Source: an optimization exercise on an open RTL-to-GDS flow (aim: small area, a short achievable clock period and few clock cycles per item). Production flows keep margins and buffers that such runs may drop. Function was checked by simulation only, so behaviour that the tests miss may differ from the original.

== build 90 ==
## cordic
module cordic (
    input  wire               clk,
    input  wire               rst_n,
    input  wire               start,
    input  wire signed [15:0] angle_in,
    output wire signed [15:0] cos_out,
    output wire signed [15:0] sin_out,
    output reg                done
);
    localparam signed [15:0] K = 16'sd9949;
    reg signed [15:0] x, y, z;
    reg [3:0] cnt;       
    reg [3:0] cntb;      
    reg px;              
    reg busy;
    wire [15:0] atan_i =
          ({16{cnt == 4'd1}} & 16'h1DAC) | ({16{cnt == 4'd2}} & 16'h0FAE)
        | ({16{cnt == 4'd3}} & 16'h07F5) | ({16{cnt == 4'd4}} & 16'h03FF)
        | ({16{cnt == 4'd5}} & 16'h0200) | ({16{cnt == 4'd6}} & 16'h0100)
        | ({16{cnt == 4'd7}} & 16'h0080) | ({16{cnt == 4'd8}} & 16'h0040)
        | ({16{cnt == 4'd9}} & 16'h0020) | ({16{cnt == 4'd10}} & 16'h0010)
        | ({16{cnt == 4'd11}} & 16'h0008) | ({16{cnt == 4'd12}} & 16'h0004)
        | ({16{cnt == 4'd13}} & 16'h0002) | ({16{cnt == 4'd14}} & 16'h0001);
    wire dz = ~z[15];                        
    wire signed [15:0] yc = y ^ {16{px}};
  ...
Size in the first run: roughly 1000 cells after synthesis, ~59 flip-flops, roughly 0.0065 mm^2 of cells after synthesis.
clock: 7.0 ns
lec_check: 0
abc_area: 1
cap_margin: 20
core_margin: 2
core_utilization: 45
cts_buf_list: sky130_fd_sc_hd__clkbuf_4
cts_cluster_diameter: 30
cts_cluster_size: 10
setup_slack_margin: 3.85
slew_margin: 20
run.sh (not shown) runs the stock make flow with config.mk's settings and CLKGATE_MAP_FILE= SYNTH_SCRIPT=/design/flow/synth_recipe.tcl, a recipe that flattens the netlist after the stock synthesis.
Testbench counts of build 90, summed over its fixed seeds: cycles 24,008, items 1,600.
--- input diff build 90..build 81 ---
--- a/flow/config.mk
+++ b/flow/config.mk
@@ -10,7 +10,6 @@
 export CORE_MARGIN = 2
 export CORE_UTILIZATION = 45
-export CTS_BUF_LIST = sky130_fd_sc_hd__clkbuf_4
-export CTS_CLUSTER_DIAMETER = 30
-export CTS_CLUSTER_SIZE = 10
+export CTS_BUF_LIST = sky130_fd_sc_hd__clkbuf_8
+export CTS_CLUSTER_SIZE = 20
 export SETUP_SLACK_MARGIN = 3.85
 export SLEW_MARGIN = 20
==> comparison <==
For core utilization, build 90 and build 81 come out practically identical. Build 81 against build 90: first-iteration DRC count decreased by 51 relative to the old numbers; met1 usage in global routing now smaller; worst setup margin rose 0.013 ns; share of the final layout cell area in multi-input gates about even. Build 81 vs build 90: total via count after detailed routing down slightly.
Modified inputs, build 59 compared to build 81
--- a/flow/config.mk
+++ b/flow/config.mk
@@ -10,5 +10,5 @@
 export CORE_MARGIN = 2
 export CORE_UTILIZATION = 45
-export CTS_BUF_LIST = sky130_fd_sc_hd__clkbuf_8
+export CTS_BUF_LIST = sky130_fd_sc_hd__clkbuf_4 sky130_fd_sc_hd__clkbuf_8
 export CTS_CLUSTER_SIZE = 20
 export SETUP_SLACK_MARGIN = 3.85
### Flow results
Minimum clock period after layout came out exactly the same in build 59 and build 81. Diff build 81 -> build 59: final wirelength level, post-route met1 wirelength level, number of buffers on the longest clock path level.
diff inputs: build 59 => build 9
--- a/flow/config.mk
+++ b/flow/config.mk
@@ -10,6 +10,6 @@
 export CORE_MARGIN = 2
 export CORE_UTILIZATION = 45
-export CTS_BUF_LIST = sky130_fd_sc_hd__clkbuf_4 sky130_fd_sc_hd__clkbuf_8
+export CTS_BUF_LIST = sky130_fd_sc_hd__clkbuf_4
 export CTS_CLUSTER_SIZE = 20
-export SETUP_SLACK_MARGIN = 3.85
+export SETUP_SLACK_MARGIN = 3.92
 export SLEW_MARGIN = 20
[summary]
- No run among build 59 and build 9 stopped early or left any final violation; all are clean.
- The final worst slack in build 9 sits 0.048 ns below the value recorded for build 59.
- As far as via total after detailed routing is concerned, build 9 and build 59 perform about the same.
- Changes observed in build 9 relative to build 59: design area increased by about 0.8% relative to the old numbers, worst hold margin saw an increase.
- Detailed-routed wire length on met2, build 59 and build 9: smaller value in build 59
- Re wire length: build 59 and build 9 aren't equal, and the higher value belongs to build 9.
Here is what was changed in the inputs of build 82 compared with build 9.
--- a/flow/config.mk
+++ b/flow/config.mk
@@ -12,4 +12,4 @@
 export CTS_BUF_LIST = sky130_fd_sc_hd__clkbuf_4
 export CTS_CLUSTER_SIZE = 20
-export SETUP_SLACK_MARGIN = 3.92
+export SETUP_SLACK_MARGIN = 3.8
 export SLEW_MARGIN = 20
Notes after the runs:
Normalized max-slew margin is lower on build 82. Diff build 82..build 9 | overall routing resource usage | negligible. Build 82 against build 9: via count went down, routed wire length went down, total number of nets in the final design went down. Build 82 against build 9: sequential fraction of total cell area rose 0.18 points; worst-case setup margin in the final layout rose 0.029 ns.

---

== wip/indigo ==
Another version of the RTL of cordic (not shown whole).
Size: roughly 59 flip-flops, ~52 I/O pins, roughly 6100 µm² of cells after synthesis.
export LEC_CHECK = 0
export ABC_AREA = 1
export CAP_MARGIN = 20
export CORE_MARGIN = 2
export CORE_UTILIZATION = 45
export CTS_BUF_LIST = sky130_fd_sc_hd__clkbuf_4 sky130_fd_sc_hd__clkbuf_8
export SETUP_SLACK_MARGIN = 3.7
export SLEW_MARGIN = 20
create_clock -name core_clock -period 7.0 [get_ports {clk}]
Testbench counts of wip/indigo, summed over its fixed seeds: cycles 24,008, items 1,600.
The inputs of wip/willow differ from those of wip/indigo as listed below.
# wip/indigo
export LEC_CHECK = 0
export ABC_AREA = 1
export CAP_MARGIN = 20
export CORE_MARGIN = 2
export CORE_UTILIZATION = 45
export CTS_BUF_LIST = sky130_fd_sc_hd__clkbuf_4 sky130_fd_sc_hd__clkbuf_8
export SETUP_SLACK_MARGIN = 3.7
export SLEW_MARGIN = 20
create_clock -name core_clock -period 7.0 [get_ports {clk}]
# wip/willow
export LEC_CHECK = 0
export ABC_AREA = 1
export CAP_MARGIN = 20
export CORE_MARGIN = 2
export CORE_UTILIZATION = 70
export PLACE_DENSITY = 0.8
export SETUP_SLACK_MARGIN = 3.5
export SLEW_MARGIN = 20
create_clock -name core_clock -period 7.0 [get_ports {clk}]
Findings:
Timing, DRC, antenna: 0 failures across wip/willow and wip/indigo
For the minimum setup slack after placement, wip/willow came in 85 ps lower than wip/indigo did.
In the metrics for wip/willow and wip/indigo, the one carrying the lower wire length is wip/indigo.
Comparing wip/willow with wip/indigo, the clock distribution area overhead in the final layout came out essentially unchanged.
Re clock-buffer cell count: no difference whatsoever between wip/indigo and wip/willow.
### wip/willow -> wip/yarrow
# wip/willow
export LEC_CHECK = 0
export ABC_AREA = 1
export CAP_MARGIN = 20
export CORE_MARGIN = 2
export CORE_UTILIZATION = 70
export PLACE_DENSITY = 0.8
export SETUP_SLACK_MARGIN = 3.5
export SLEW_MARGIN = 20
create_clock -name core_clock -period 7.0 [get_ports {clk}]
# wip/yarrow
export LEC_CHECK = 0
export ABC_AREA = 1
export CAP_MARGIN = 20
export CORE_MARGIN = 2
export CORE_UTILIZATION = 45
export CTS_BUF_LIST = sky130_fd_sc_hd__clkbuf_4
export CTS_CLUSTER_SIZE = 20
export SETUP_SLACK_MARGIN = 4.0
export SLEW_MARGIN = 20
create_clock -name core_clock -period 7.0 [get_ports {clk}]
==> notes.md <==
Comparing wip/willow and wip/yarrow, the lower width of the chip was measured on wip/willow. In the tables for wip/willow and wip/yarrow, layout net count reads lower with wip/willow. Diff wip/willow -> wip/yarrow: wire length per cell after detailed routing dropped about 14%, maximum clock skew at final layout climbed 6.7 ps. From wip/willow to wip/yarrow the numbers moved as follows: via total after detailed routing saw a decrease, aggregate routed wire length saw a decrease, worst hold slack saw an increase. Post-layout minimum cycle time, wip/willow and wip/yarrow: larger value in wip/willow.

static timing again, ports no longer ideal:
How much do the figures lean on ideal ports? The routed layouts below were timed once more, with nothing changed but the port constraints. Step 1 sets driving cells, clkbuf_16 on the clock port and buf_2 on the other inputs (assumed; they add their load-dependent delay and slew). Step 2 times the ports against the registers' clock, not the clock port: input delays grow and output delays shrink by t, the midpoint of the rising clock arrivals with the driver on. Slacks: ideal / step 1 / step 2; pairs: ideal / step 1.
| run | t, ns | setup WS [ns] | worst hold slack (ns) | latest minus earliest clock arrival (ns) | slew at the worst register clock pin (ns) |
|---|---|---|---|---|---|
| build 90 | 0.502 | 4.026 / 3.991 / 3.556 | 0.489 / 0.489 / 0.489 | 0.015 / 0.015 | 0.12 / 0.12 |
| build 81 | 0.409 | 4.039 / 4.039 / 3.674 | 0.479 / 0.479 / 0.479 | 0.011 / 0.011 | 0.08 / 0.08 |
| build 59 | 0.409 | 4.039 / 4.039 / 3.674 | 0.479 / 0.479 / 0.479 | 0.011 / 0.011 | 0.08 / 0.08 |
| build 9 | 0.504 | 3.991 / 3.982 / 3.673 | 0.489 / 0.489 / 0.489 | 0.013 / 0.013 | 0.12 / 0.12 |
| build 82 | 0.504 | 4.019 / 3.991 / 3.532 | 0.486 / 0.486 / 0.486 | 0.015 / 0.015 | 0.12 / 0.12 |
| wip/indigo | 0.398 | 3.748 / 3.760 / 3.362 | 0.474 / 0.474 / 0.474 | 0.008 / 0.008 | 0.07 / 0.07 |
| wip/willow | 0.382 | 3.390 / 3.405 / 3.023 | 0.477 / 0.477 / 0.477 | 0.011 / 0.011 | 0.08 / 0.08 |
| wip/yarrow | 0.483 | 4.011 / 4.008 / 3.617 | 0.491 / 0.491 / 0.491 | 0.018 / 0.018 | 0.12 / 0.12 |
After both steps setup and hold are still met in every run listed. For build 82, which loses most, drivers alone change the setup slack by -0.028 ns; drivers and shift together by -0.487 ns.
